This design comes from an exercise in tuning for small area and a short achievable clock period on the open sky130 flow, not from production work. Function was checked by simulation only, so behaviour that the tests miss may differ from the original. Power is estimated from default activity; no workload was simulated.

## design/flow/flow/run.sh

```bash
#!/bin/bash
set -euo pipefail
sed -E 's/SETUP_SLACK_MARGIN=[0-9.]+/SETUP_SLACK_MARGIN=6.5/' standard.sh > standard_margin.sh
grep -q 'SETUP_SLACK_MARGIN=6.5' standard_margin.sh
bash standard_margin.sh > orfs_flow.log 2>&1
```

## design/flow/standard.sh

```bash
#!/bin/bash
# synth_recipe.tcl (not shown) runs the flow's synth.tcl, then flattens the netlist and writes it again
# the make line also repeats each setting of config.mk as NAME=value (left out here)
make -C /OpenROAD-flow-scripts/flow DESIGN_CONFIG=/design/flow/config.mk WORK_HOME=/design/flow/orfs CLKGATE_MAP_FILE= SYNTH_SCRIPT=/design/flow/synth_recipe.tcl "${@:-finish}"
```

## design/flow/config.mk

```make
export PLATFORM = sky130hd
export DESIGN_NAME = crt4004
export DESIGN_NICKNAME = crt4004
export VERILOG_FILES = /design/flow/design.v
export SDC_FILE = /design/flow/constraint.sdc
export NUM_CORES = 8
export LEC_CHECK = 0
export CAP_MARGIN = 20
export CORE_MARGIN = 2
export CORE_UTILIZATION = 58
export CTS_CLUSTER_DIAMETER = 80
export CTS_CLUSTER_SIZE = 25
export SETUP_SLACK_MARGIN = 5
export SLEW_MARGIN = 20
export SYNTH_HIERARCHICAL = 1
export TNS_END_PERCENT = 0
```

## design/flow/constraint.sdc

```tcl
create_clock -name core_clock -period 15.0 [get_ports {clk}]
set_input_delay 3.0000 -clock core_clock [delete_from_list [all_inputs] [get_ports {clk}]]
set_output_delay 3.0000 -clock core_clock [all_outputs]
set_load 0.01 [all_outputs]
```

## design/flow/design.v

```verilog
module cla32(
        input   wire    [31:0]  a_n,
        input   wire    [31:0]  b,
        input   wire            cin,
        output  wire    [32:1]  c,
        output  wire    [31:0]  g,
        output  wire    [31:0]  t
    );
    wire [31:0] a = ~a_n;
    assign g = a & b;
    assign t = a | b;
    reg  [31:0] gg [0:5];
    reg  [31:0] tt [0:5];
    integer i, l, j;
    always @(*) begin
        gg[0] = g;
        tt[0] = t;
        gg[0][0] = g[0] | (t[0] & cin);
        for (l = 1; l <= 5; l = l + 1)
            for (i = 0; i < 32; i = i + 1) begin
                j = ((i >> (l - 1)) << (l - 1)) - 1;
                if (((i >> (l - 1)) & 1) == 1) begin
                    gg[l][i] = gg[l-1][i] | (tt[l-1][i] & gg[l-1][j]);
                    tt[l][i] = tt[l-1][i] & tt[l-1][j];
                end else begin
                    gg[l][i] = gg[l-1][i];
                    tt[l][i] = tt[l-1][i];
                end
            end
    end
    assign c = gg[5];
endmodule  
module alu(
        input   wire    [31:0]  A_n,     
        input   wire    [31:0]  B_n,     
        input   wire    [31:0]  imm,     
        input   wire            alu_src,
        input   wire            alu_sub,
        input   wire            sel_sum,
        input   wire            sel_and,
        input   wire            sel_or,
        input   wire            sel_slt,
        input   wire            sel_shl,
        input   wire            sel_shr,
        output  wire    [31:0]  Y
    );
    wire [31:0] b_op = alu_src ? imm : (alu_sub ? B_n : ~B_n);
    wire        cin  = ~alu_src & alu_sub;
    wire [32:1] c;
    wire [31:0] g, t;
    cla32 u_c (.a_n(A_n), .b(b_op), .cin(cin), .c(c), .g(g), .t(t));
    wire [31:0] sum  = ~A_n ^ b_op ^ {c[31:1], cin};
    wire        ltu  = ~c[32];
    wire [4:0]  n   = imm[4:0];
    wire [4:0]  r   = sel_shr ? (5'd0 - n) : n;
    wire [31:0] r0  = r[0] ? {A_n[30:0], A_n[31]}   : A_n;
    wire [31:0] r1  = r[1] ? {r0[29:0], r0[31:30]} : r0;
    wire [31:0] r2  = r[2] ? {r1[27:0], r1[31:28]} : r1;
    wire [31:0] r3  = r[3] ? {r2[23:0], r2[31:24]} : r2;
    wire [31:0] rot_n = r[4] ? {r3[15:0], r3[31:16]} : r3;
    reg  [31:0] m;
    integer k;
    always @(*)
        for (k = 0; k < 32; k = k + 1)
            m[k] = (sel_shl & (k >= n)) | (sel_shr & ((31 - k) >= n));
    assign Y = ({32{sel_sum}} & sum)
             | ({32{sel_and}} & g)
             | ({32{sel_or}}  & t)
             | {31'b0, sel_slt & ltu}
             | (m & ~rot_n);
endmodule  
module cu(
        input   wire    [5:0]   op,
        input   wire    [5:0]   funct,
        output  wire            reg_write,
        output  wire            reg_dst,
        output  wire            is_beq,
        output  wire            is_sw,
        output  wire            sel_sum,
        output  wire            sel_and,
        output  wire            sel_or,
        output  wire            sel_slt,
        output  wire            sel_shl,
        output  wire            sel_shr,
        output  wire            sel_mem,
        output  wire            alu_sub,
        output  wire            alu_src
    );
    wire r_type = (op == 6'b000000);
    wire addi   = (op == 6'b001000);
    wire sll    = (op == 6'b000010);
    wire srl    = (op == 6'b000011);
    wire lw     = (op == 6'b100011);
    wire f_add  = (funct == 6'b100000);
    wire f_sub  = (funct == 6'b100010);
    wire f_and  = (funct == 6'b100100);
    wire f_or   = (funct == 6'b100101);
    wire f_slt  = (funct == 6'b101010);
    assign is_beq    = (op == 6'b000100);
    assign is_sw     = (op == 6'b101011);
    assign reg_write = r_type | addi | sll | srl | lw;
    assign reg_dst   = r_type;
    assign sel_sum   = addi | (r_type & (f_add | f_sub));
    assign sel_and   = r_type & f_and;
    assign sel_or    = r_type & f_or;
    assign sel_slt   = r_type & f_slt;
    assign sel_shl   = sll;
    assign sel_shr   = srl;
    assign sel_mem   = lw;
    assign alu_sub   = f_sub | f_slt;
    assign alu_src   = ~r_type;
endmodule  
module pd2(
        input   wire    [1:0]   a,
        output  wire    [3:0]   y
    );
    assign y[0] = ~a[1] & ~a[0];
    assign y[1] = ~a[1] &  a[0];
    assign y[2] =  a[1] & ~a[0];
    assign y[3] =  a[1] &  a[0];
endmodule  
module pd3(
        input   wire    [2:0]   a,
        output  wire    [7:0]   y
    );
    genvar i;
    generate
        for (i = 0; i < 8; i = i + 1) begin : g
            assign y[i] = (a == i);
        end
    endgenerate
endmodule  
module and3m(
        input   wire            a,
        input   wire            b,
        input   wire            c,
        output  wire            y
    );
    assign y = a & b & c;
endmodule  
module ao3n(
        input   wire    [2:0]   d,
        input   wire    [2:0]   s,
        output  wire            y
    );
    assign y = ~((d[0] & s[0]) | (d[1] & s[1]) | (d[2] & s[2]));
endmodule  
module nand2m(
        input   wire            a,
        input   wire            b,
        output  wire            y
    );
    assign y = ~(a & b);
endmodule  
module nand3m(
        input   wire            a,
        input   wire            b,
        input   wire            c,
        output  wire            y
    );
    assign y = ~(a & b & c);
endmodule  
module nand4m(
        input   wire    [3:0]   a,
        output  wire            y
    );
    assign y = ~&a;
endmodule  
module nor3m(
        input   wire            a,
        input   wire            b,
        input   wire            c,
        output  wire            y
    );
    assign y = ~(a | b | c);
endmodule  
module rdsel(
        input   wire    [4:0]   addr,
        input   wire    [31:1]  valid,
        output  wire    [31:1]  sel
    );
    wire [3:0] lo;
    wire [7:0] hi;
    pd2 u_lo (.a(addr[1:0]), .y(lo));
    pd3 u_hi (.a(addr[4:2]), .y(hi));
    genvar i;
    generate
        for (i = 1; i < 32; i = i + 1) begin : g
            and3m u_s (.a(lo[i % 4]), .b(hi[i / 4]), .c(valid[i]), .y(sel[i]));
        end
    endgenerate
endmodule  
module rdmux(
        input   wire    [991:0] d,
        input   wire    [31:1]  sel,
        output  wire    [31:0]  y_n
    );
    genvar b, k;
    generate
        for (b = 0; b < 32; b = b + 1) begin : g_bit
            wire [10:0] n;
            for (k = 0; k < 10; k = k + 1) begin : g_grp
                ao3n u_ao (
                    .d ({d[32*(3*k+2) + b], d[32*(3*k+1) + b], d[32*(3*k) + b]}),
                    .s (sel[3*k+3 : 3*k+1]),
                    .y (n[k])
                );
            end
            nand2m u_n31 (.a(d[32*30 + b]), .b(sel[31]), .y(n[10]));
            wire p0, p1, p2;
            nand4m u_p0 (.a(n[3:0]), .y(p0));
            nand4m u_p1 (.a(n[7:4]), .y(p1));
            nand3m u_p2 (.a(n[8]), .b(n[9]), .c(n[10]), .y(p2));
            nor3m  u_y  (.a(p0), .b(p1), .c(p2), .y(y_n[b]));
        end
    endgenerate
endmodule  
module wrdec(
        input   wire            we,
        input   wire    [4:0]   addr,
        output  wire    [31:1]  wsel,
        output  wire    [31:1]  wsel_n
    );
    genvar i;
    generate
        for (i = 1; i < 32; i = i + 1) begin : g
            assign wsel[i]   = we & (addr == i);
            assign wsel_n[i] = ~(we & (addr == i));
        end
    endgenerate
endmodule  
module wrbit(
        input   wire            q,
        input   wire            d,
        input   wire            we,
        input   wire            we_n,
        output  wire            y
    );
    assign y = (q | we) & (d | we_n);
endmodule  
module terminal(
        input   wire            clk,
        input   wire            reset_n,
        input   wire            we,
        input   wire    [7:0]   data_write,
        output  reg     [7:0]   terminal_bus
);
    always @(posedge clk or negedge reset_n)
    begin
        if (!reset_n)
            terminal_bus <= 8'h0;
        else if (we)
            terminal_bus <= data_write;
    end
endmodule  
module nor2bm(input wire a_n, input wire b, output wire y);    
    assign y = ~a_n & b;
endmodule
module nand2bm(input wire a_n, input wire b, output wire y);   
    assign y = ~a_n | b;
endmodule
module a21oim(input wire a1, input wire a2, input wire b1, output wire y);
    assign y = ~((a1 & a2) | b1);
endmodule
module a21om(input wire a1, input wire a2, input wire b1, output wire y);
    assign y = (a1 & a2) | b1;
endmodule
module o21aim(input wire a1, input wire a2, input wire b1, output wire y);
    assign y = ~((a1 | a2) & b1);
endmodule
module nor2m(input wire a, input wire b, output wire y);
    assign y = ~(a | b);
endmodule
module invm(input wire a, output wire y);
    assign y = ~a;
endmodule
module xnor2m(input wire a, input wire b, output wire y);
    assign y = ~(a ^ b);
endmodule
module mux2m(input wire a0, input wire a1, input wire s, output wire y);
    assign y = s ? a1 : a0;
endmodule
module pfx8(
        input   wire    [7:0]   a_n,
        input   wire    [7:0]   b,
        output  wire    [8:1]   cn
    );
    wire [7:0] g0, t0;                   
    wire [7:0] g1n, t1n;                 
    wire [7:0] g2, t2;                   
    wire       g1_1;
    wire [3:2] g2n;
    genvar i;
    generate
        for (i = 0; i < 8; i = i + 1) begin : l0
            nor2bm  u_g (.a_n(a_n[i]), .b(b[i]), .y(g0[i]));
            nand2bm u_t (.a_n(a_n[i]), .b(b[i]), .y(t0[i]));
        end
        invm u_g1n0 (.a(g0[0]), .y(g1n[0]));
        for (i = 1; i < 8; i = i + 1) begin : l1
            a21oim u_g (.a1(t0[i]), .a2(g0[i-1]), .b1(g0[i]), .y(g1n[i]));
            if (i >= 2) begin : t
                nand2m u_t (.a(t0[i]), .b(t0[i-1]), .y(t1n[i]));
            end
        end
        a21om u_g1_1 (.a1(t0[1]), .a2(g0[0]), .b1(g0[1]), .y(g1_1));
        for (i = 2; i < 8; i = i + 1) begin : l2
            o21aim u_g (.a1(t1n[i]), .a2(g1n[i-2]), .b1(g1n[i]), .y(g2[i]));
            if (i >= 4) begin : t
                nor2m u_t (.a(t1n[i]), .b(t1n[i-2]), .y(t2[i]));
            end
        end
        for (i = 4; i < 8; i = i + 1) begin : l3
            a21oim u_g (.a1(t2[i]), .a2(i == 4 ? g0[0] : (i == 5 ? g1_1 : g2[i-4])), .b1(g2[i]), .y(cn[i+1]));
        end
        invm u_c3 (.a(g2[2]), .y(cn[3]));
        invm u_c4 (.a(g2[3]), .y(cn[4]));
    endgenerate
    assign cn[1] = g1n[0];
    assign cn[2] = g1n[1];
endmodule  
module eqm(
        input   wire            x_n,     
        input   wire            y,       
        input   wire            xl_n,    
        input   wire            yl,      
        output  wire            e
    );
    assign e = (~x_n ^ y) == (~xl_n | yl);
endmodule
module eq1m(
        input   wire            x_n,
        input   wire            y,
        input   wire            xl_n,
        input   wire            yl,
        output  wire            e
    );
    assign e = (~x_n ^ y) == (~xl_n & yl);
endmodule
module xor2m(input wire a, input wire b, output wire y);
    assign y = a ^ b;
endmodule
module agen(
        input   wire    [31:0]  ra_n,    
        input   wire    [15:0]  imm,
        input   wire            en,      
        output  wire    [7:0]   addr,
        output  wire            we_ram,
        output  wire            we_term
    );
    wire [8:1] cn;
    pfx8 u_c (.a_n(ra_n[7:0]), .b(imm[7:0]), .cn(cn));
    wire [7:0] p;
    genvar i;
    generate
        for (i = 0; i < 8; i = i + 1) begin : g_sum
            xnor2m u_p (.a(ra_n[i]), .b(imm[i]), .y(p[i]));     
            if (i == 0) begin : b0
                assign addr[0] = p[0];
            end else begin : bi
                xnor2m u_s (.a(p[i]), .b(cn[i]), .y(addr[i]));
            end
        end
    endgenerate
    wire [23:0] xn = ra_n[31:8];
    wire [23:0] y  = {{16{imm[15]}}, imm[15:8]};
    wire [23:1] e;                       
    wire        e1o;                     
    generate
        for (i = 1; i < 24; i = i + 1) begin : g_e
            eqm u_e (.x_n(xn[i]), .y(y[i]), .xl_n(xn[i-1]), .yl(y[i-1]), .e(e[i]));
        end
    endgenerate
    eq1m u_e1o (.x_n(xn[1]), .y(y[1]), .xl_n(xn[0]), .yl(y[0]), .e(e1o));
    wire [5:0] m_n;
    nand4m u_m0 (.a(e[5:2]),   .y(m_n[0]));
    nand4m u_m1 (.a(e[9:6]),   .y(m_n[1]));
    nand4m u_m2 (.a(e[13:10]), .y(m_n[2]));
    nand4m u_m3 (.a(e[17:14]), .y(m_n[3]));
    nand4m u_m4 (.a(e[21:18]), .y(m_n[4]));
    nand3m u_m5 (.a(e[22]), .b(e[23]), .c(en), .y(m_n[5]));
    wire u0, u1;
    nor3m u_u0 (.a(m_n[0]), .b(m_n[1]), .c(m_n[2]), .y(u0));
    nor3m u_u1 (.a(m_n[3]), .b(m_n[4]), .c(m_n[5]), .y(u1));
    wire vz_n, vo_n;                     
    nand3m u_vz (.a(u0), .b(u1), .c(e[1]), .y(vz_n));
    nand3m u_vo (.a(u0), .b(u1), .c(e1o),  .y(vo_n));
    wire hp0, d_n, d;
    xnor2m u_hp0 (.a(xn[0]), .b(y[0]), .y(hp0));    
    xnor2m u_d_n (.a(hp0), .b(cn[8]), .y(d_n));     
    xor2m  u_d   (.a(hp0), .b(cn[8]), .y(d));       
    nor2m  u_wr  (.a(vz_n), .b(d_n), .y(we_ram));
    nor2m  u_wt  (.a(vo_n), .b(d),   .y(we_term));
endmodule  
module crt4004(
	input   wire            clk,
	input   wire            reset_n,
    output  wire    [7:0]   terminal_bus,
    output  wire    [7:0]   imem_addr,
    input   wire    [31:0]  imem_data,
    output  wire            dmem_we,
    output  wire    [7:0]   dmem_addr,
    output  wire    [31:0]  dmem_wdata,
    input   wire    [31:0]  dmem_rdata
);
    reg  [7:0]  pc;
    assign imem_addr = pc;
    wire [31:0] instr = imem_data;
    wire [4:0]  rs    = instr[25:21];
    wire [4:0]  rt    = instr[20:16];
    wire [4:0]  rd    = instr[15:11];
    wire [15:0] imm   = instr[15:0];
    wire [31:0] simm  = {{16{imm[15]}}, imm};
    wire reg_write, reg_dst, is_beq, is_sw;
    wire sel_sum, sel_and, sel_or, sel_slt, sel_shl, sel_shr, sel_mem;
    wire alu_sub, alu_src;
    cu u_cu (
        .op         (instr[31:26]),
        .funct      (instr[5:0]),
        .reg_write  (reg_write),
        .reg_dst    (reg_dst),
        .is_beq     (is_beq),
        .is_sw      (is_sw),
        .sel_sum    (sel_sum),
        .sel_and    (sel_and),
        .sel_or     (sel_or),
        .sel_slt    (sel_slt),
        .sel_shl    (sel_shl),
        .sel_shr    (sel_shr),
        .sel_mem    (sel_mem),
        .alu_sub    (alu_sub),
        .alu_src    (alu_src)
    );
    wire [31:0] wd;
    wire [31:1] wsel, wsel_n;
    reg  [31:1] valid;
    wire [991:0] rf;
    wrdec u_wrdec (
        .we     (reg_write),
        .addr   (reg_dst ? rd : rt),
        .wsel   (wsel),
        .wsel_n (wsel_n)
    );
    genvar i;
    generate
        for (i = 1; i < 32; i = i + 1) begin : g_reg
            reg  [31:0] q;
            wire [31:0] nxt;
            genvar b;
            for (b = 0; b < 32; b = b + 1) begin : g_bit
                wrbit u_w (.q(q[b]), .d(wd[b]), .we(wsel[i]), .we_n(wsel_n[i]), .y(nxt[b]));
            end
            always @(posedge clk)
                q <= nxt;
            assign rf[32*(i-1) +: 32] = q;
        end
    endgenerate
    always @(posedge clk or negedge reset_n)
    begin
        if (!reset_n)
            valid <= 31'b0;
        else
            valid <= valid | wsel;
    end
    wire [31:1] sel_a, sel_b;
    wire [31:0] ra_n, rb_n;
    rdsel u_sel_a (.addr(rs), .valid(valid), .sel(sel_a));
    rdsel u_sel_b (.addr(rt), .valid(valid), .sel(sel_b));
    rdmux u_rd_a  (.d(rf), .sel(sel_a), .y_n(ra_n));
    rdmux u_rd_b  (.d(rf), .sel(sel_b), .y_n(rb_n));
    wire [31:0] alu_y;
    alu u_alu (
        .A_n        (ra_n),
        .B_n        (rb_n),
        .imm        (simm),
        .alu_src    (alu_src),
        .alu_sub    (alu_sub),
        .sel_sum    (sel_sum),
        .sel_and    (sel_and),
        .sel_or     (sel_or),
        .sel_slt    (sel_slt),
        .sel_shl    (sel_shl),
        .sel_shr    (sel_shr),
        .Y          (alu_y)
    );
    assign wd = sel_mem ? dmem_rdata : alu_y;
    wire we_term;
    agen u_agen (
        .ra_n       (ra_n),
        .imm        (imm),
        .en         (reset_n & is_sw),
        .addr       (dmem_addr),
        .we_ram     (dmem_we),
        .we_term    (we_term)
    );
    assign dmem_wdata = ~rb_n;
    terminal u_terminal (
        .clk            (clk),
        .reset_n        (reset_n),
        .we             (we_term),
        .data_write     (~rb_n[7:0]),
        .terminal_bus   (terminal_bus)
    );
    wire [7:0] pc1  = pc + 8'd1;
    wire [7:0] pcbr = pc1 + imm[7:0];
    wire       taken = is_beq & (ra_n == rb_n);
    always @(posedge clk or negedge reset_n)
    begin
        if (!reset_n)
            pc <= 8'h0;
        else
            pc <= taken ? pcbr : pc1;
    end
endmodule  
```

==> impl_results.md, run 1 <==
- Worst-margin pin slew: ~1.3 ns
- Max Buffers Root-to-Sink: 3
- Syn Std Cell Area: 0.0480 mm^2
- Slowest cell on crit path: nor3_2
- Buffers on Ports: between 100 and 150
- Critical path type: input port to output port
- Seq/Total Area, Yosys: 43.8%
- R2R Path Start: valid[13]
- GP Congestion: slightly below 1
- Post-synth top area share: 41.3%
- Fin crit share: 64.5%
- Finish-stage setup viols: 0
- Clock slew at reported path FFs: 0.10 ns
- Initial Util: about three fifths
- CP startpoint: imem_data[25]
- Sw power: 1.64 mW
- CTS buffer count: 50
- Max-slew headroom: between 10% and 20%
- Syn Nets: roughly 4400
- Share of total power in the clock network: 27.4%
- Post-DR wirelength/cell: slightly below 40 um
- Switching portion of total power: between 20% and 30%
- Yosys warnings: 12
- Later-pin clock latency in the skew report: 0.69 ns
- Die height: 292 um
- Fmax achieved: 103 MHz
- Total clock sinks: slightly above 1000
- Fill count: between 6000 and 7000
- Row count: 105
- TritonCTS clock tree: built
- Cells taking the most area after synthesis: dfxtp_1 41%, o22a_1 18%, a222oi_1 14%, mux4_2 2.8%, dfrtp_1 2.4%
- Largest net degree at the start of global routing: 67
- DRT Pass-1 Iters: 14
- Commonest non-fill, non-tap cell in the layout: o22a_1
- Crit path cell chain: buf_6, nor3_2, and3_1, buf_4, a222oi_1, nand4_1, nor3_4, xor2_1, xnor2_1, nand4_1, nor3_4, nand3_2, nor2_2, buf_2
- Routed WL: 222 mm
- Mean number of vias per cell: 8.47
- RSZ-0062 raised after global routing: true
- Vias: about 49000
- Async set or reset register ratio after synthesis: 4.52%
- Cell-internal power: 4.27 mW
- Hold-fix buffer count after cts: 0
- H-tree levels: 2
- Leakage: 20.0 nW
- Max_cap viols: 0
- Tmin final: 9.68 ns
- GR Util met2: 70.0%
- Final Hold Slack: about 0.49 ns
- Setup TNS: 0 ns
- CP Data Arrival Time: 6.68 ns
- Number of global-route vias before repair: 44200
- Status: finished clean
- Startpoint Class: input port
- Post-synth EDFFs: 0
- Most frequent cells in the layout: 994 x o22a_1, 992 x dfxtp_1, 671 x a222oi_1, 181 x buf_4, 172 x nand2_1
- Ratio of cells with drive above 1 in the final layout: 14.1%
- Largest area contributor in the netlist: dfxtp_1
- Hold Path Origin: valid[18]
- Initial antenna violation count: 6
- PwrDens: 108 mW/mm^2
- First-pass GRT wire length: 310 mm
- Total core area: 0.0820 mm^2
- Slew Limit Fails: 0
- DP HPWL: 131 mm
- Met1 Use GR: 60.7%
- GRT Total Usage: 49.1%
- Post-synth cell types: 88
- CP endpoint kind: output port
- CP bufs+invs: 3
- Residual DRC: 0
- Grt peak-use layer: met2
- Req. time, crit path: ~12 ns
- Cells after Synth: 4328
- Synth Flop Type: dfxtp_1
- Register bit total from synthesis: 1039
- Die area: approximately 0.085 mm^2
- Slowest Stage Delay on Critical Path: around 0.60 ns
- Seq pwr share: 58.2%
- Top Family by Delay on Critical Path: simple AND/OR/NAND/NOR gates
- Critical Path Fanout Max: 32
- CTS Root Buffer Type: clkbuf_16
- I/O pin count: 123
- Iter 0 DRT Violations: 11100
- Combinational share of power: 14.4%
- M3 GR Usage: 20.3%
- Die Width: 292 um
- Area Growth Syn to Fin: 14.3%
- Maximum vdd drop: 0.105 mV
- Nets: 4743
- Hold/Removal Path Class: register to register
- Clock skew: around 0.056 ns
- Final Hold Violating Endpoints: 0
- Final ANT Viol Nets: 0
- Grt ovf: 0
- Avg Synthesized Cell Area: about 11 um^2
==> repair_timing <==
item,in CTS,in global routing
setup buffers,60,25
setup endpoints to repair,1002,940
cloned,8,5
resized for setup,124,53
pin swaps,73,43
==> Yosys cell counts, types with 59 or more instances <==
master	number
a222oi_1	671
and3_1	67
dfxtp_1	992
inv_1	92
mux4_2	59
nand2_1	172
nand3_1	113
nand4_1	148
nor2_1	78
nor2b_1	61
nor3_2	67
o21ai_0	63
o22a_1	994
xnor2_1	98
xor2_1	109
==> worst register-to-register path, stage by stage (launching register included) <==
cell and delay, ns:
dfrtp_1 0.42, and3_1 0.20, buf_4 0.27, a222oi_1 0.47, nand4_1 0.52, nor3_2 0.31
buf_4 0.26, xor2_1 0.16, o21ai_0 0.21, or2_2 0.39, a31oi_1 0.26, maj3_1 0.29
a21boi_2 0.13, a221oi_4 0.41, o21ai_2 0.20, a22o_1 0.28, maj3_2 0.34, xor2_1 0.16
xnor2_1 0.13, a222oi_1 0.59, o311ai_4 0.22, buf_12 0.21, mux2_4 0.39, o22a_1 0.20
==> metrics by stage <==
stage	cells	worst slack (ns)	total power, mW	area (um^2)	util (%)
final	5751	5.32	5.91	54900	67.0
after global routing	5750	5.41	6.09	54900	67.0
after CTS	5712	5.59	5.86	54200	66.1
after detailed placement	5574	4.06	4.30	51800	63.1
after global placement	5566	4.12	4.26	51600	62.9
after floorplan	4328	6.50	4.01	48200	-
==> worst paths after layout <==
check | to | slack (ns) | cells after the start
setup / recovery | dmem_we | 5.32 | 14
hold reg to reg | valid[18] | 0.49 | 1
hold / removal | valid[18] | 0.49 | 1
max in group asynchronous | valid[16] | 11.97 | 2
setup reg to reg | g_reg[26].q[31] | 7.87 | 23
min in group asynchronous | u_terminal.terminal_bus[0] | 2.44 | 2
==> per-layer routing <==
layer | up-vias | routed length, um
met5 | - | 38
met4 | 6 | 18400
met3 | 1006 | 38300
met2 | 4472 | 89300
met1 | 23600 | 75600
li1 | 19600 | -
==> kinds of logic (layout without fill, tap and decap cells) <==
group | Yosys count | count (layout) | share of synthesized area (%)
xor+xnor | 207 | 207 | 3.77
other cells | 0 | 1 | 0
simple gates | 875 | 877 | 10.8
fa+ha+maj | 28 | 28 | 0.688
flops | 1039 | 1039 | 43.8
compound gates | 1884 | 1884 | 35.2
mux | 122 | 125 | 4.31
buf+inv | 173 | 520 | 1.51
==> area by class of cell <==
cell class / instances / area (um^2) / area share, %
sequential: 1039 / 21000 / 38.3
inverter: 94 / 353 / 0.643
antenna: 1 / 2.50 / 0.00456
timing repair buffer: 356 / 3640 / 6.63
clock buffer: 60 / 1340 / 2.44
multi-input combinational: 3121 / 27000 / 49.2
clock inverter: 10 / 156 / 0.285
tap: 1070 / 1340 / 2.44
==> flip-flops by register name, indices dropped and copies added, names as in the netlist <==
signal	count
g.q	992
pc	8
u_terminal.terminal_bus	8
valid	31
==> power by group through the flow <==
stage	logic, mW	registers (mW)	clock network, mW
after floorplan	0.598	3.42	0
after global placement	0.784	3.47	0
after detailed placement	0.810	3.49	0
after CTS	0.826	3.43	1.61
after global routing	0.906	3.48	1.70
final	0.850	3.44	1.62
==> modules after synthesis (local to each module, per instance), a selection <==
module   cell area (um^2)  cells  flops+latches
crt4004             22500   1242           1031
cla32                1150    187              0
eq1m                 23.8      3              0
eqm                  23.8      3              0
pfx8                 15.0      2              0
nor2bm               13.8      1              0
ao3n                 10.0      1              0
nor3m                10.0      1              0
xor2m                8.76      1              0
xnor2m               8.76      1              0
a21oim               8.76      1              0
and3m                6.26      1              0
o21aim               5.00      1              0
invm                 3.75      1              0
==> run 2, diff against run 1 <==
--- a/design/flow/config.mk
+++ b/design/flow/config.mk
@@ -7,7 +7,7 @@
 export LEC_CHECK = 0
 export CAP_MARGIN = 20
 export CORE_MARGIN = 2
-export CORE_UTILIZATION = 58
+export CORE_UTILIZATION = 45
 export CTS_CLUSTER_DIAMETER = 80
 export CTS_CLUSTER_SIZE = 25
 export SETUP_SLACK_MARGIN = 5
==> impl_results.md, run 2 <==
- Slowest cell on crit path: a222oi_1
- Maximum vdd drop: 0.0905 mV
- Req. time, crit path: ~12 ns
- Final ANT Viol Nets: 0
- Post-synth top area share: 41.3%
- CP bufs+invs: 3
- Critical path type: input port to output port
- Seq pwr share: 57.4%
- Largest area contributor in the netlist: dfxtp_1
- Vias: 48200
- Tmin final: 9.55 ns
- Largest net degree at the start of global routing: 67
- Met2 Wirelength: 94.5 mm
- Final Hold Slack: 0.487 ns
- Nets: between 4000 and 5000
- Worst-margin pin slew: 1.26 ns
- Yosys warnings: 12
- Ratio of cells with drive above 1 in the final layout: 15.2%
- Top Metal Used: met5
- Top Family by Delay on Critical Path: simple AND/OR/NAND/NOR gates
- Final Hold Violating Endpoints: 0
- Met3 wire len: 34.7 mm
- Residual DRC: 0
- Initial Util: a little under half
- CTS buffer count: 51
- Slowest Stage Delay on Critical Path: 0.61 ns
- Total core area: 0.106 mm^2
- Share of total power in the clock network: 28.3%
- Later-pin clock latency in the skew report: 0.72 ns
- Post-synth cell types: 88
- DRT Pass-1 Iters: 12
- Max_cap viols: 0
- Avg Synthesized Cell Area: 11.1 um^2
- Grt ovf: 0
- Synth Flop Type: dfxtp_1
- Top flop regs: g.q x992, valid x31
- Clock slew at reported path FFs: approximately 0.11 ns
- Seq/Total Area, Yosys: a little over two fifths
- Sw power: 1.67 mW
- RSZ-0062 raised after global routing: true
- Cell area after layout: 0.0560 mm^2
- Cells taking the most area after synthesis: dfxtp_1 41%, o22a_1 18%, a222oi_1 14%, mux4_2 2.8%, dfrtp_1 2.4%
- Total clock sinks: 1039
- Area Growth Syn to Fin: 16.5%
- Leakage: 20.3 nW
- Die area: 0.109 mm^2
- Commonest non-fill, non-tap cell in the layout: o22a_1
- Syn Std Cell Area: just under 0.05 mm^2
- Die height: 331 um
- CP Data Arrival Time: roughly 6.6 ns
- Met1 wire length: 85.7 mm
- Mean number of vias per cell: 7.88
- Max Buffers Root-to-Sink: 3
- Buffers on Ports: 122
- Hold/Removal Path Class: register to register
- DP Worst Slack: 3.99 ns
- Register bit total from synthesis: 1039
- Combinational share of power: 14.3%
- Switching portion of total power: 27.9%
- TritonCTS clock tree: built
- Finish-stage setup viols: 0
- First-pass GRT wire length: 320 mm
- Slew Limit Fails: 0
- Placement Cell Area: 0.0523 mm^2
- Cell with the most instances after synthesis: o22a_1
- Initial antenna violation count: 4
- Fmax achieved: approximately 100 MHz
- Largest register by flop count: g.q
- Cell-internal power: 4.31 mW
- GRT Total Usage: 40.2%
- Number of global-route vias before repair: 43400
- Clock skew: 0.0552 ns
- Row count: 119
- Post-synth EDFFs: 0
- Critical Path Fanout Max: 16
- Startpoint Class: input port
- Max-slew headroom: 15.9%
- Fin crit share: between 60% and 70%
- Power Total: 5.98 mW
- Async set or reset register ratio after synthesis: between 4 and 5%
- GP Congestion: 0.991
- CTS Root Buffer Type: clkbuf_16
- Fill count: around 9600
- DP HPWL: 137 mm
- H-tree levels: 2
- Crit path cell chain: buf_8, nor2b_4, and3_4, buf_12, a222oi_1, nand4_1, nor3_4, xor2_1, xnor2_1, nand4_1, nor3_4, nand3_1, nor2_1, buf_4
- Most frequent cells in the layout: 994 x o22a_1, 992 x dfxtp_1, 671 x a222oi_1, 192 x buf_4, 170 x nand2_1
- CP endpoint kind: output port
- Post-DR wirelength/cell: 37.7 um
- Routed WL: 231 mm
- Hold-fix buffer count after cts: 0
- Cells after Synth: 4328
- Max reg flops: 992
- Final worst slack: 5.45 ns
- PwrDens: 107 mW/mm^2
- Setup TNS: 0 ns
- Syn Nets: 4409
- Die Width: approximately 330 um
- I/O pin count: 123
- Synth top cells by count: 994 x o22a_1, 992 x dfxtp_1, 671 x a222oi_1
- Iter 0 DRT Violations: 10100
- Status: finished clean
[run 2: cell count changes in the layout (fill, tap and decap cells not counted), moves of 4 or more]
cell,previous run,this run
and3_1,58,45
buf_12,22,34
buf_4,181,192
and3_4,10,16
nor3_2,32,26
and3_2,3,8
buf_16,9,14
buf_8,3,8
nor3_4,37,42
buf_6,16,20
o21ai_0,58,54
[run 2: final timing paths]
kind,start,endpoint,slack [ns],cells past startpoint
max in group asynchronous,reset_n,valid[11],12.01,2
hold reg to reg,valid[22],valid[22],0.49,1
setup / recovery,imem_data[22],dmem_we,5.45,14
min in group asynchronous,reset_n,u_terminal.terminal_bus[2],2.42,2
hold / removal,valid[22],valid[22],0.49,1
setup reg to reg,valid[1],g_reg[13].q[31],7.82,23
[run 2: metal layers]
metal / global-route usage (%) / up-vias
met4: 23.0 / 4
met3: 14.4 / 677
li1: - / 19600
met2: 57.3 / 3840
met1: 52.3 / 24000
met5: 0 / -
[run 2: stage by stage]
stage | instances | util (%)
CTS | 6067 | 52.3
global placement | 5891 | 49.3
detailed placement | 5902 | 49.5
finish | 6109 | 53.0
global route | 6108 | 53.0
floorplan | 4328 | -
[run 2: Yosys stat by module (local to each module, per instance), excerpt]
module	cells	times used
and3m	1	62
eq1m	3	1
nand2bm	1	7
nand3m	1	67
cu	30	1
agen	1	1
alu	567	1
pfx8	2	1
nand2m	1	70
nor2bm	1	8
cla32	187	1
pd2	4	2
invm	1	3
xnor2m	1	17
a21om	1	1
[run 2: cells by family after synthesis]
kind of cell | count (synthesis) | share of synthesized area (%)
AO/OA/AOI/OAI | 1884 | 35.2
XOR/XNOR | 207 | 3.77
multiplexers | 122 | 4.31
buffers and inverters | 173 | 1.51
AND/OR/NAND/NOR | 875 | 10.8
flip-flops | 1039 | 43.8
adder cells (fa/ha/maj) | 28 | 0.688
[run 2: cell type report]
class                      count  area [um^2]  share of cell area, %
antenna                        1         2.50                0.00447
tap                         1391         1740                   3.11
inverter                      94          353                  0.630
sequential                  1039        21000                   37.6
timing repair buffer         389         4120                   7.36
clock inverter                14          199                  0.355
clock buffer                  63         1380                   2.47
multi-input combinational   3118        27100                   48.5
[run 2: repair_timing]
action	CTS	global route
gates cloned	8	2
hold endpoints to repair	0	0
endpoints found under the setup margin	971	971
gates resized for setup	168	89
buffers inserted	80	31
pin swaps	93	70
[run 2: power groups by stage]
stage	logic, mW	registers [mW]	clock network (mW)
6_report	0.857	3.43	1.69
2_1_floorplan	0.598	3.42	0
3_5_place_dp	0.814	3.48	0
3_3_place_gp	0.792	3.47	0
4_1_cts	0.834	3.42	1.70
5_1_grt	0.920	3.48	1.79
==> run 3, diff against run 2 <==
--- a/design/flow/config.mk
+++ b/design/flow/config.mk
@@ -7,7 +7,7 @@
 export LEC_CHECK = 0
 export CAP_MARGIN = 20
 export CORE_MARGIN = 2
-export CORE_UTILIZATION = 45
+export CORE_UTILIZATION = 40
 export CTS_CLUSTER_DIAMETER = 80
 export CTS_CLUSTER_SIZE = 25
 export SETUP_SLACK_MARGIN = 5
==> impl_results.md, run 3 <==
- PwrDens: 109 mW/mm^2
- Async set or reset register ratio after synthesis: approximately 4.5%
- Startpoint Class: input port
- Total core area: 0.119 mm^2
- Largest area contributor in the netlist: dfxtp_1
- Leakage: approximately 20 nW
- Avg Synthesized Cell Area: 11.1 um^2
- Final Hold Slack: 0.505 ns
- Cells after Synth: around 4300
- Post-DR wirelength/cell: 37.0 um
- Synth Flop Type: dfxtp_1
- Hold-fix buffer count after cts: 0
- CP endpoint kind: output port
- Hold Path Origin: valid[23]
- Fmax achieved: 105 MHz
- Max_cap viols: 0
- Clock skew: 0.0536 ns
- Cells taking the most area after synthesis: dfxtp_1 41%, o22a_1 18%, a222oi_1 14%, mux4_2 2.8%, dfrtp_1 2.4%
- Initial antenna violation count: 8
- Synth top cells by count: 994 x o22a_1, 992 x dfxtp_1, 671 x a222oi_1
- Slew Limit Fails: 0
- Post-synth cell types: between 80 and 90
- Die height: between 300 and 400 um
- CTS buffer count: 54
- Final Hold Violating Endpoints: 0
- Die area: between 0.1 and 0.15 mm^2
- RSZ-0062 raised after global routing: true
- Fin crit share: 63.5%
- Seq/Total Area, Yosys: 43.8%
- Worst R2R End: g_reg[15].q[31]
- Later-pin clock latency in the skew report: between 0.7 and 0.8 ns
- Worst Reg-to-Reg Cells: 22
- Setup TNS: 0 ns
- Routed WL: 233 mm
- Cell with the most instances after synthesis: o22a_1
- CTS Root Buffer Type: clkbuf_16
- GRT Total Usage: between 30% and 40%
- Final ANT Viol Nets: 0
- Buffers on Ports: 122
- Req. time, crit path: 12.00 ns
- Yosys warnings: 12
- Die Width: about 350 um
- Total clock sinks: 1039
- Hold/Removal Path Class: register to register
- Iter 0 DRT Violations: 10500
- Register bit total from synthesis: between 1000 and 1500
- Row count: 127
- CP Data Arrival Time: around 6.5 ns
- Nets: around 4700
- Largest register by flop count: g.q
- Largest net degree at the start of global routing: 67
- DRT Pass-1 Iters: 14
- Tmin final: 9.53 ns
- Post-synth EDFFs: 0
- Power Total: ~6.1 mW
- Commonest non-fill, non-tap cell in the layout: o22a_1
- Max-slew headroom: 17.3%
- First-pass GRT wire length: 324 mm
- Number of global-route vias before repair: 43800
- Finished Core Util: 46.6%
- Critical path type: input port to output port
- GP Congestion: 1.00
- Max reg flops: 992
- Cell count of the worst hold path: 1
- Mean number of vias per cell: approximately 7.6
- Critical Path Fanout Max: 8
- Worst-margin pin slew: 1.24 ns
- Initial Util: 40.2%
- Post-synth top area share: 41.3%
- Finish-stage setup viols: 0
- R2R Path Start: valid[7]
- DP HPWL: approximately 140 mm
- Vias: 48200
- Hold Path End: valid[23]
- Ratio of cells with drive above 1 in the final layout: 14.4%
- Syn Nets: 4409
- Syn Std Cell Area: 0.0480 mm^2
- Max Buffers Root-to-Sink: 3
- Residual DRC: 0
- Most frequent cells in the layout: 994 x o22a_1, 992 x dfxtp_1, 671 x a222oi_1, 179 x buf_4, 172 x nand2_1
- H-tree levels: 2
- Top flop regs: g.q x992, valid x31
- Status: finished clean
- Grt ovf: 0
- Area Growth Syn to Fin: 16.0%
- I/O pin count: ~120
- TritonCTS clock tree: built
- Clock slew at reported path FFs: 0.10 ns
- R2R Setup Slk: between 7 and 8 ns
- Maximum vdd drop: 0.0994 mV
==> run 3: cell types whose count changed in the layout (fill, tap and decap cells not counted), sizes merged <==
cell | previous run | this run
and3 | 69 | 71
clkdlybuf4s50 | 103 | 102
clkinv | 7 | 11
diode | 1 | 5
bufbuf | 3 | 2
bufinv | 2 | 1
buf | 275 | 236
clkdlybuf4s15 | 1 | 3
inv | 99 | 102
clkinvlp | 0 | 2
clkbuf | 65 | 66
mux2 | 63 | 65
==> run 3: modules after synthesis, one instance, submodules excluded, a selection <==
module / cells / times used / flip-flops and latches
crt4004: 1242 / 1 / 1031
alu: 567 / 1 / 0
terminal: 17 / 1 / 8
pd2: 4 / 2 / 0
ao3n: 1 / 640 / 0
nor3m: 1 / 66 / 0
xnor2m: 1 / 17 / 0
a21oim: 1 / 11 / 0
agen: 1 / 1 / 0
and3m: 1 / 62 / 0
nand3m: 1 / 67 / 0
nand2m: 1 / 70 / 0
nor2m: 1 / 6 / 0
==> run 3: final cells by class <==
cell class | count | area [um^2]
tap | 1612 | 2020
antenna | 5 | 12.5
fill | 11300 | 63800
multi-input combinational | 3122 | 27100
sequential | 1039 | 21000
clock buffer | 65 | 1490
inverter | 94 | 353
clock inverter | 22 | 274
timing repair buffer | 349 | 3410
==> run 3: power by group <==
part / total, mW / internal [mW] / switching, mW
Combinational: 0.855 / 0.465 / 0.390
Clock: 1.77 / 0.751 / 1.02
Sequential: 3.44 / 3.14 / 0.299
Total: 6.06 / 4.35 / 1.71
==> run 3: repair_timing <==
item	in CTS	in global routing
endpoints found under the setup margin	1002	971
cloned	10	0
buffers inserted	68	6
resized for setup	174	27
endpoints found under the hold margin	0	0
pin swaps	94	27
==> run 3: logic make-up (layout without fill, tap and decap cells) <==
group	Yosys count	count (layout)	share of synthesized area [%]
AO/OA/AOI/OAI	1884	1884	35.2
flip-flops	1039	1039	43.8
AND/OR/NAND/NOR	875	877	10.8
XOR/XNOR	207	207	3.77
buffers and inverters	173	530	1.51
multiplexers	122	126	4.31
adder cells (fa/ha/maj)	28	28	0.688
other	0	5	0
==> run 3: metal layers <==
| layer | up-vias | wire (um) | global-route usage, % |
|---|---|---|---|
| li1 | 19600 | - | - |
| met1 | 23900 | 87000 | 47.0 |
| met2 | 3915 | 94500 | 51.6 |
| met3 | 775 | 34100 | 11.6 |
| met4 | 6 | 17400 | 22.4 |
| met5 | - | 34 | 0 |
==> run 3: how the worst max path moves through the flow <==
stage	start	to	cells past startpoint
floorplan	imem_data[22]	dmem_we	11
global placement	imem_data[22]	dmem_we	13
detailed placement	imem_data[17]	g_reg[15].q[14]	25
CTS	imem_data[24]	dmem_we	14
global route	imem_data[22]	dmem_we	15
finish	imem_data[24]	dmem_we	14
==> run 3: worst max-delay path: stages <==
cell,delay [ns]
buf_12,0.12
and3b_2,0.24
and3_4,0.24
buf_12,0.17
a222oi_1,0.45
nand4_1,0.56
nor3_4,0.46
xor2_1,0.21
xnor2_1,0.14
nand4_1,0.14
nor3_4,0.37
nand3_2,0.12
nor2_2,0.14
buf_2,0.15
==> run 3: metrics by stage <==
| stage | setup slack [ns] | cells | instance area, um^2 |
|---|---|---|---|
| finish | 5.47 | 6308 | 55700 |
| global route | 5.45 | 6304 | 55700 |
| global placement | 4.09 | 6121 | 52400 |
| floorplan | 6.50 | 4328 | 48200 |
| detailed placement | 4.08 | 6124 | 52400 |
| CTS | 5.72 | 6289 | 55500 |
==> run 4, diff against run 3 <==
--- a/design/flow/config.mk
+++ b/design/flow/config.mk
@@ -7,7 +7,7 @@
 export LEC_CHECK = 0
 export CAP_MARGIN = 20
 export CORE_MARGIN = 2
-export CORE_UTILIZATION = 40
+export CORE_UTILIZATION = 65
 export CTS_CLUSTER_DIAMETER = 80
 export CTS_CLUSTER_SIZE = 25
 export SETUP_SLACK_MARGIN = 5
==> impl_results.md, run 4 <==
- Max Buffers Root-to-Sink: 3
- Async set or reset register ratio after synthesis: 4.52%
- Slowest Stage Delay on Critical Path: ~0.60 ns
- Synth top cells by count: 994 x o22a_1, 992 x dfxtp_1, 671 x a222oi_1
- Placement Cell Area: 0.0515 mm^2
- Die Width: 276 um
- R2R Path Start: valid[1]
- Hold-fix buffer count after cts: 0
- CP endpoint kind: output port
- Slowest cell on crit path: nor3_2
- Count of non-filler cells in the finished layout: ~5700
- GRT Total Usage: a little under three fifths
- Cell count of the worst hold path: 1
- Die area: 0.0761 mm^2
- Row count: 99
- Startpoint Class: input port
- CTS Root Buffer Type: clkbuf_16
- Post-synth cell types: 88
- Maximum vdd drop: roughly 0.12 mV
- CP Data Arrival Time: ~7 ns
- Hold/Removal Path Class: register to register
- Slew Limit Fails: 0
- Placed insts: 5461
- Register bit total from synthesis: a little over 1000
- Leakage: 20.1 nW
- Ratio of cells with drive above 1 in the final layout: 14.3%
- Setup TNS: 0 ns
- Most frequent cells in the layout: 994 x o22a_1, 992 x dfxtp_1, 671 x a222oi_1, 194 x buf_4, 172 x nand2_1
- Largest register by flop count: g.q
- Clock slew at reported path FFs: around 0.1 ns
- Cell area after layout: 0.0550 mm^2
- Worst Reg-to-Reg Cells: 22
- Clock skew: 0.0771 ns
- Nets: 4763
- Tmin final: a little under 10 ns
- Residual DRC: 0
- Final ANT Viol Nets: 0
- Max-slew headroom: between 15 and 20%
- Cells taking the most area after synthesis: dfxtp_1 41%, o22a_1 18%, a222oi_1 14%, mux4_2 2.8%, dfrtp_1 2.4%
- I/O pin count: 123
- H-tree levels: 2
- Seq/Total Area, Yosys: 43.8%
- CP bufs+invs: 5
- Grt ovf: 0
- Total clock sinks: 1039
- DP HPWL: 127 mm
- Avg Synthesized Cell Area: 11.1 um^2
- Commonest non-fill, non-tap cell in the layout: o22a_1
- Fin crit share: 65.8%
- Iter 0 DRT Violations: roughly 14000
- GP Congestion: just over 1
- Number of global-route vias before repair: approximately 46000
- Req. time, crit path: 12.00 ns
- Hold Path Origin: valid[17]
- Vias: between 50000 and 60000
- Worst-margin pin slew: 1.24 ns
- Area Growth Syn to Fin: 14.5%
- Max_cap viols: 0
- Top flop regs: g.q x992, valid x31
- Synth Flop Type: dfxtp_1
- Yosys warnings: 12
- Critical path type: input port to output port
- Syn Nets: 4409
- RSZ-0062 raised after global routing: true
- Max reg flops: between 900 and 1000
- Post-synth top area share: between 40% and 50%
- Status: finished clean
- Buffers on Ports: 122
- Cells after Synth: 4328
- Hold Path End: valid[17]
- DRT Pass-1 Iters: 30
- Syn Std Cell Area: 0.0480 mm^2
- Largest area contributor in the netlist: dfxtp_1
- Later-pin clock latency in the skew report: 0.72 ns
- TritonCTS clock tree: built
- Worst R2R End: g_reg[8].q[31]
- Final Hold Violating Endpoints: 0
- Fmax achieved: 101 MHz
- Post-synth EDFFs: 0
- Finish-stage setup viols: 0
- CTS buffer count: 49
- PwrDens: 107 mW/mm^2
- Routed WL: about 220 mm
- Mean number of vias per cell: 8.95
- Cell with the most instances after synthesis: o22a_1
- Initial Util: 65.7%
- Largest net degree at the start of global routing: 52
- Initial antenna violation count: 13
- Post-DR wirelength/cell: ~40 um
- Die height: ~280 um
- Total core area: between 0.07 and 0.08 mm^2
- Critical Path Fanout Max: 20
- R2R Setup Slk: slightly below 8 ns
- Crit path cell chain: buf_12, buf_4, nor3_2, and3_4, buf_4, a222oi_1, nand4_1, nor3_4, buf_6, xor2_1, xnor2_1, nand4_1, nor3_4, nand3_1, nor2_1, buf_2
- First-pass GRT wire length: 313 mm
- Top Family by Delay on Critical Path: simple AND/OR/NAND/NOR gates
run 4: cell counts after synthesis:
Identical to the previous run, type by type.
run 4: worst max-delay path by stage:
| stage | start | to | slack (ns) | cells after the start |
|---|---|---|---|---|
| after floorplan | imem_data[22] | dmem_we | 6.50 | 11 |
| after global placement | imem_data[22] | dmem_we | 4.12 | 14 |
| after detailed placement | imem_data[22] | dmem_we | 4.14 | 14 |
| after CTS | imem_data[24] | dmem_we | 5.80 | 16 |
| after global routing | imem_data[24] | dmem_we | 5.30 | 16 |
| final | imem_data[24] | dmem_we | 5.14 | 16 |
run 4: Yosys stat by module, one instance, submodules excluded, a selection:
module / copies in the design / cells / area, um^2 / flip-flops and latches
nand4m: 133 / 1 / 6.26 / 0
nor2m: 6 / 1 / 3.75 / 0
o21aim: 6 / 1 / 5.00 / 0
xnor2m: 17 / 1 / 8.76 / 0
cla32: 1 / 187 / 1150 / 0
nor3m: 66 / 1 / 10.0 / 0
pd3: 2 / 8 / 65.1 / 0
terminal: 1 / 17 / 332 / 8
eqm: 23 / 3 / 23.8 / 0
wrbit: 992 / 1 / 8.76 / 0
invm: 3 / 1 / 3.75 / 0
nand2m: 70 / 1 / 3.75 / 0
xor2m: 1 / 1 / 8.76 / 0
nand3m: 67 / 1 / 5.00 / 0
pd2: 2 / 4 / 26.3 / 0
run 4: routing by layer:
metal  track usage [%]  part of all wire, %  vias to the layer above
li1                  -                    -                    19600
met1              66.4                   32                    24100
met2              77.9                   39                     5358
met3              28.8                   19                     1638
met4              39.9                   10                       14
met5              2.51                 0.19                        -
run 4: area by class of cell:
| class | count | area (um^2) |
|---|---|---|
| clock inverters | 9 | 155 |
| clock buffers | 57 | 1260 |
| flip-flops and latches | 1039 | 21000 |
| well taps | 959 | 1200 |
| multi-input cells | 3121 | 27100 |
| diodes | 7 | 17.5 |
| repair buffers | 377 | 3890 |
| inverters | 94 | 353 |
| fillers | 5170 | 18100 |
run 4: metrics by stage:
stage          power [mW]  utilization (%)  setup WS [ns]  hold WS [ns]
3_5_place_dp         4.30             70.5           4.14         0.463
4_1_cts              5.80             74.3           5.80         0.488
6_report             5.88             75.2           5.14         0.496
2_1_floorplan        4.01                -           6.50         0.445
3_3_place_gp         4.24             70.4           4.12         0.463
5_1_grt              6.04             75.2           5.30         0.500
run 4: kinds of logic after synthesis:
logic type / synth area share (%)
compound gates: 35.2
mux: 4.31
buf+inv: 1.51
xor+xnor: 3.77
fa+ha+maj: 0.688
flops: 43.8
simple gates: 10.8
run 4: power by group:
| part | internal [mW] | switching (mW) | leakage (nW) |
|---|---|---|---|
| clock | 0.628 | 0.940 | 0.683 |
| sequential | 3.14 | 0.306 | 8.78 |
| combinational | 0.470 | 0.400 | 10.6 |
| total | 4.24 | 1.65 | 20.1 |
run 4: timing repair:
action | 4_1_cts | 5_1_grt
pin swaps | 101 | 25
resized for setup | 161 | 25
buffers inserted | 78 | 25
setup endpoints to repair | 940 | 940
gates cloned | 12 | 3
==> run 5, diff against run 4 <==
--- a/design/flow/config.mk
+++ b/design/flow/config.mk
@@ -7,7 +7,7 @@
 export LEC_CHECK = 0
 export CAP_MARGIN = 20
 export CORE_MARGIN = 2
-export CORE_UTILIZATION = 65
+export CORE_UTILIZATION = 50
 export CTS_CLUSTER_DIAMETER = 80
 export CTS_CLUSTER_SIZE = 25
 export SETUP_SLACK_MARGIN = 5
==> impl_results.md, run 5 <==
- Status: finished clean
- Synth Flop Type: dfxtp_1
- Finished Core Util: 58.7%
- Post-synth EDFFs: 0
- Fmax achieved: 105 MHz
- Die Width: roughly 310 um
- RSZ-0062 raised after global routing: true
- TritonCTS clock tree: built
- Buffers on Ports: 122
- Top flop regs: g.q x992, valid x31
- Largest net degree at the start of global routing: 52
- Die height: 314 um
- GP Congestion: between 0.9 and 1
- Avg Synthesized Cell Area: 11.1 um^2
- Mean number of vias per cell: approximately 8.2
- Hold-fix buffer count after cts: 0
- Final worst slack: 5.46 ns
- Row count: 113
- Residual DRC: 0
- Post-synth cell types: 88
- Final Hold Violating Endpoints: 0
- GRT Total Usage: 44.9%
- Tmin final: 9.54 ns
- Count of non-filler cells in the finished layout: 6002
- Req. time, crit path: 12.00 ns
- Later-pin clock latency in the skew report: 0.71 ns
- Power Total: roughly 6.0 mW
- Slowest Stage Delay on Critical Path: 0.62 ns
- Initial Util: 50.5%
- Area Growth Syn to Fin: 16.2%
- Hold/Removal Path Class: register to register
- Commonest non-fill, non-tap cell in the layout: o22a_1
- Seq/Total Area, Yosys: around 44%
- Syn Std Cell Area: 0.0480 mm^2
- Ratio of cells with drive above 1 in the final layout: between 15 and 20%
- DP Worst Slack: between 4 and 5 ns
- H-tree levels: 2
- Fill count: 8298
- Die area: 0.0986 mm^2
- Vias: 49100
- Slowest cell on crit path: nand4_1
- I/O pin count: 123
- DRT Pass-1 Iters: 17
- CTS buffer count: 51
- Clock slew at reported path FFs: between 0.1 and 0.15 ns
- Number of global-route vias before repair: 44100
- Final Hold Slack: roughly 0.5 ns
- Finish-stage setup viols: 0
- Max Buffers Root-to-Sink: 3
- Yosys warnings: 12
- Nets: 4794
- Cell area after layout: 0.0558 mm^2
- Fin crit share: 63.6%
- Worst-margin pin slew: 1.19 ns
- Max reg flops: 992
- Total clock sinks: between 1000 and 1500
- Maximum vdd drop: 0.0885 mV
- Clock skew: 0.0449 ns
- Async set or reset register ratio after synthesis: 4.52%
- Cell with the most instances after synthesis: o22a_1
- DP HPWL: ~140 mm
- PwrDens: 107 mW/mm^2
- First-pass GRT wire length: 323 mm
- Leakage: approximately 20 nW
- Syn Nets: 4409
- CTS Root Buffer Type: clkbuf_16
- Post-synth top area share: just over 40%
- Largest register by flop count: g.q
- Register bit total from synthesis: 1039
- Synth top cells by count: 994 x o22a_1, 992 x dfxtp_1, 671 x a222oi_1
- Critical path type: input port to output port
- Slew Limit Fails: 0
- Most frequent cells in the layout: 994 x o22a_1, 992 x dfxtp_1, 671 x a222oi_1, 213 x buf_4, 172 x nand2_1
- Crit path cell chain: buf_4, and2_4, and3_4, buf_12, a222oi_1, nand4_1, nor3_4, xor2_1, xnor2_1, nand4_1, nor3_4, nand3_1, nor2_1, buf_2
- Placed insts: just under 6000
- Cells taking the most area after synthesis: dfxtp_1 41%, o22a_1 18%, a222oi_1 14%, mux4_2 2.8%, dfrtp_1 2.4%
- Largest area contributor in the netlist: dfxtp_1
- Max_cap viols: 0
- Placement Cell Area: around 0.052 mm^2
- Cells after Synth: 4328
- Setup TNS: 0 ns
- Max-slew headroom: just over 20%
- Grt ovf: 0
- CP endpoint kind: output port
- Startpoint Class: input port
- Final ANT Viol Nets: 0
- Post-DR wirelength/cell: 39.5 um
- Initial antenna violation count: 10
- Total core area: around 0.095 mm^2
- Iter 0 DRT Violations: 11100
- Routed WL: between 200 and 250 mm
- Critical Path Fanout Max: 16
- CP Data Arrival Time: 6.54 ns
==> run 5: cell counts after synthesis <==
Identical to the previous run, type by type.
==> run 5: cell families (layout without fill, tap and decap cells) <==
family,count (synthesis),in the layout,synth area share [%]
other,0,4,0
xor gates and xnor gates,207,207,3.77
adders and majority gates,28,28,0.688
and+or+nand+nor,875,877,10.8
buffers and inverters,173,573,1.51
muxes,122,125,4.31
AOI/OAI and AO/OA,1884,1884,35.2
DFF,1039,1039,43.8
==> run 5: Yosys stat by module, one instance, submodules excluded, a selection <==
module | cell area, um^2 | copies in the design | cells
crt4004 | 22500 | 1 | 1242
alu | 4610 | 1 | 567
cla32 | 1150 | 1 | 187
terminal | 332 | 1 | 17
pd3 | 65.1 | 2 | 8
eq1m | 23.8 | 1 | 3
eqm | 23.8 | 23 | 3
ao3n | 10.0 | 640 | 1
wrbit | 8.76 | 992 | 1
a21om | 7.51 | 1 | 1
and3m | 6.26 | 62 | 1
o21aim | 5.00 | 6 | 1
invm | 3.75 | 3 | 1
==> run 5: final timing paths <==
path | start | endpoint | slack [ns] | cells past startpoint
min | valid[27] | valid[27] | 0.49 | 1
max reg2reg | valid[13] | g_reg[21].q[14] | 8.03 | 23
min reg2reg | valid[27] | valid[27] | 0.49 | 1
max in group asynchronous | reset_n | valid[13] | 12.00 | 2
min in group asynchronous | reset_n | u_terminal.terminal_bus[3] | 2.41 | 2
max | imem_data[22] | dmem_we | 5.46 | 14
==> run 5: what timing repair did <==
item / CTS / global route
endpoints found under the hold margin: 0 / 0
gates cloned: 5 / 14
endpoints found under the setup margin: 1002 / 961
pin swaps: 105 / 44
buffers inserted: 73 / 41
gates resized for setup: 161 / 82
==> run 5: layout make-up <==
cell class	count	area (um^2)	share of cell area [%]
multi-input combinational	3121	27100	48.6
sequential	1039	21000	37.7
timing repair buffer	406	4200	7.52
tap	1265	1580	2.83
clock buffer	59	1360	2.43
inverter	94	353	0.632
clock inverter	14	173	0.309
antenna	4	10.0	0.0179
==> run 5: per-layer routing <==
layer | track usage [%] | vias to the layer above | routed length [um] | part of all wire [%]
met2 | 65.0 | 4281 | 96500 | 41
met3 | 15.3 | 891 | 37800 | 16
met5 | 0 | - | 49 | 0.021
met4 | 27.5 | 6 | 18200 | 7.6
met1 | 57.5 | 24300 | 84900 | 36
li1 | - | 19700 | - | -
==> run 5: critical path, delay by kind of cell <==
kind                   cells  cell delay, ns
AO/OA/AOI/OAI              1            0.39
XOR/XNOR                   2            0.36
buffers and inverters      3            0.45
AND/OR/NAND/NOR            8            2.30
==> run 5: power breakdown <==
part           internal, mW  switching, mW
clock                 0.680          0.989
combinational         0.470          0.388
sequential             3.14          0.298
==> run 6, diff against run 5 <==
==> design/flow/flow/run.sh (replaced) <==
#!/bin/bash
set -euo pipefail
echo 'export BUFFER_PORTS_ARGS = -buffer_cell sky130_fd_sc_hd__buf_1' >> config.mk
sed -E 's/SETUP_SLACK_MARGIN=[0-9.]+/SETUP_SLACK_MARGIN=6.5/' standard.sh > standard_margin.sh
grep -q 'SETUP_SLACK_MARGIN=6.5' standard_margin.sh
bash standard_margin.sh > orfs_flow.log 2>&1
--- a/design/flow/config.mk
+++ b/design/flow/config.mk
@@ -14,3 +14,4 @@
 export SLEW_MARGIN = 20
 export SYNTH_HIERARCHICAL = 1
 export TNS_END_PERCENT = 0
+export BUFFER_PORTS_ARGS = -buffer_cell sky130_fd_sc_hd__buf_1
==> impl_results.md, run 6 <==
- Status: finished clean
- Top flop regs: g.q x992, valid x31
- CP Data Arrival Time: about 6.6 ns
- DP Worst Slack: 4.53 ns
- I/O pin count: 123
- Seq/Total Area, Yosys: 43.8%
- Final worst slack: ~5.4 ns
- Row count: 113
- Nets: 4761
- TritonCTS clock tree: built
- PwrDens: 108 mW/mm^2
- Initial antenna violation count: 9
- Ratio of cells with drive above 1 in the final layout: about 15%
- Post-DR wirelength/cell: 38.3 um
- Most frequent cells in the layout: 994 x o22a_1, 992 x dfxtp_1, 671 x a222oi_1, 198 x buf_4, 171 x nand2_1
- Clock skew: 0.0671 ns
- Cells after Synth: about 4300
- Final Hold Violating Endpoints: 0
- Slew Limit Fails: 0
- Synth top cells by count: 994 x o22a_1, 992 x dfxtp_1, 671 x a222oi_1
- Largest net degree at the start of global routing: 67
- Async set or reset register ratio after synthesis: under 10%
- GP Congestion: 0.961
- Die Width: 314 um
- DP HPWL: 136 mm
- Initial Util: 50.5%
- Fmax achieved: 105 MHz
- Hold-fix buffer count after cts: 0
- Fill count: 8423
- Vias: between 40000 and 50000
- Yosys warnings: 12
- Iter 0 DRT Violations: between 10000 and 15000
- GRT Total Usage: 44.1%
- Post-synth EDFFs: 0
- Max_cap viols: 0
- Syn Std Cell Area: 0.0480 mm^2
- Register bit total from synthesis: 1039
- Later-pin clock latency in the skew report: between 0.7 and 0.8 ns
- Hold/Removal Path Class: register to register
- Cell with the most instances after synthesis: o22a_1
- Largest area contributor in the netlist: dfxtp_1
- Final Hold Slack: around 0.51 ns
- Clock slew at reported path FFs: 0.10 ns
- Largest register by flop count: g.q
- Grt ovf: 0
- Startpoint Class: input port
- CTS Root Buffer Type: clkbuf_16
- Number of global-route vias before repair: 43200
- Buffers on Ports: 122
- Finish-stage setup viols: 0
- Max reg flops: ~990
- H-tree levels: 2
- Total core area: 0.0952 mm^2
- Req. time, crit path: 12.00 ns
- Critical Path Fanout Max: 8
- Synth Flop Type: dfxtp_1
- Post-synth top area share: 41.3%
- Max Buffers Root-to-Sink: 3
- Routed WL: 228 mm
- Placement Cell Area: roughly 0.051 mm^2
- Syn Nets: 4409
- CP endpoint kind: output port
- Total clock sinks: 1039
- Post-synth cell types: 88
- Area Growth Syn to Fin: 13.7%
- Worst-margin pin slew: ~1.3 ns
- Power Total: 5.89 mW
- DRT Pass-1 Iters: 13
- Critical path type: input port to output port
- Tmin final: 9.56 ns
- Leakage: 19.7 nW
- Residual DRC: 0
- Die height: 314 um
- RSZ-0062 raised after global routing: true
- Fin crit share: 63.7%
- Commonest non-fill, non-tap cell in the layout: o22a_1
- Setup TNS: 0 ns
- Mean number of vias per cell: 8.08
- Maximum vdd drop: 0.0962 mV
- Die area: about 0.099 mm^2
- Avg Synthesized Cell Area: 11.1 um^2
- Final ANT Viol Nets: 0
- First-pass GRT wire length: 319 mm
- Max-slew headroom: 16.3%
- Cell area after layout: 0.0546 mm^2
- Cells taking the most area after synthesis: dfxtp_1 41%, o22a_1 18%, a222oi_1 14%, mux4_2 2.8%, dfrtp_1 2.4%
- CTS buffer count: 50
## run 6: cell counts after synthesis
No cell type changed its count.
## run 6: power by group
group | internal [mW] | total [mW] | switching, mW
Sequential | 3.14 | 3.44 | 0.300
Combinational | 0.435 | 0.816 | 0.380
Clock | 0.663 | 1.64 | 0.972
## run 6: layout make-up
cell class,count,area [um^2],share of cell area [%]
clock inverters,13,176,0.323
flip-flops and latches,1039,21000,38.5
clock buffers,59,1330,2.43
well taps,1265,1580,2.90
inverters,94,353,0.646
multi-input cells,3123,27100,49.6
diodes,6,15.0,0.0275
repair buffers,372,3040,5.57
## run 6: final timing paths
check,startpoint,end,slack [ns],cells after the start
worst max register to register,valid[1],g_reg[12].q[25],7.66,21
worst min-delay path,g_reg[31].q[3],g_reg[31].q[3],0.51,1
max in group asynchronous,reset_n,valid[24],12.07,2
min in group asynchronous,reset_n,u_terminal.terminal_bus[3],2.41,2
worst min register to register,g_reg[31].q[3],g_reg[31].q[3],0.51,1
worst max-delay path,imem_data[23],dmem_we,5.44,16
## run 6: timing repair
item | 4_1_cts | 5_1_grt
resized for setup | 111 | 29
gates cloned | 13 | 1
setup buffers | 79 | 27
pin swaps | 70 | 36
endpoints found under the setup margin | 906 | 971
## run 6: metrics by stage
stage | std cells | util [%]
detailed placement | 5767 | 53.8
floorplan | 4328 | -
global route | 5969 | 57.4
CTS | 5931 | 56.9
global placement | 5763 | 53.7
finish | 5971 | 57.4
## run 6: layer usage
metal  track usage (%)  up-vias  part of all wire [%]
met5                 0        -                 0.021
met4              24.1        8                   6.6
met3              15.0      702                    15
met2              64.1     3867                    41
met1              57.6    24100                    37
li1                  -    19600                     -
## run 6: critical path, cell delays in order
cell      delay, ns
buf_12         0.11
nor3b_4        0.16
and3_4         0.17
buf_12         0.14
buf_4          0.17
buf_4          0.14
a222oi_1       0.47
nand4_1        0.57
nor3_4         0.40
nor2b_1        0.23
xnor2_1        0.14
nand4_1        0.17
nor3_4         0.29
nand3_2        0.10
nor2_2         0.12
buf_2          0.15
## run 6: cell families after synthesis
| kind of cell | after synthesis | synth area share [%] |
|---|---|---|
| compound gates | 1884 | 35.2 |
| simple gates | 875 | 10.8 |
| fa+ha+maj | 28 | 0.688 |
| xor+xnor | 207 | 3.77 |
| mux | 122 | 4.31 |
| buf+inv | 173 | 1.51 |
| flops | 1039 | 43.8 |
## run 6: Yosys stat by module (local to each module, per instance), excerpt
module   area [um^2]  times used
pfx8            15.0           1
alu             4610           1
nand2bm         6.26           7
crt4004        22500           1
nand3m          5.00          67
a21oim          8.76          11
eqm             23.8          23
cla32           1150           1
wrbit           8.76         992
wrdec            492           1
invm            3.75           3
nand2m          3.75          70

[afterwards: timing with drivers on the ports]
The results above use ideal ports. As a check the final layouts listed here were re-extracted and re-timed, cells and wires unchanged. Step 1, drivers: a clkbuf_16 drives clk and a buf_2 each remaining input, both assumed. Step 2 also shifts input and output timing later by t, the mid clock arrival at the registers, as if the neighbouring blocks saw the same clock. a / b / c = ideal / step 1 / step 2; a / b = the first two.
| run | t, ns | setup WS [ns] | hold WS [ns] | latest minus earliest clock arrival (ns) | worst slew at a driven data input, ns |
|---|---|---|---|---|---|
| run 1 | 0.733 | 5.318 / 5.283 / 4.673 | 0.493 / 0.493 / 0.493 | 0.057 / 0.056 | 0.08 |
| run 2 | 0.766 | 5.448 / 5.404 / 4.746 | 0.487 / 0.487 / 0.487 | 0.055 / 0.055 | 0.09 |
| run 3 | 0.763 | 5.473 / 5.404 / 4.774 | 0.505 / 0.505 / 0.505 | 0.054 / 0.054 | 0.08 |
| run 4 | 0.752 | 5.137 / 5.083 / 4.565 | 0.496 / 0.496 / 0.496 | 0.077 / 0.077 | 0.08 |
| run 5 | 0.768 | 5.458 / 5.419 / 4.845 | 0.494 / 0.494 / 0.494 | 0.045 / 0.045 | 0.07 |
| run 6 | 0.776 | 5.443 / 5.355 / 4.580 | 0.506 / 0.506 / 0.506 | 0.067 / 0.067 | 0.17 |
After both steps setup and hold are still met in every run listed. The setup slack of run 6, which loses most, moves by -0.088 ns with the drivers and by -0.863 ns with both steps.
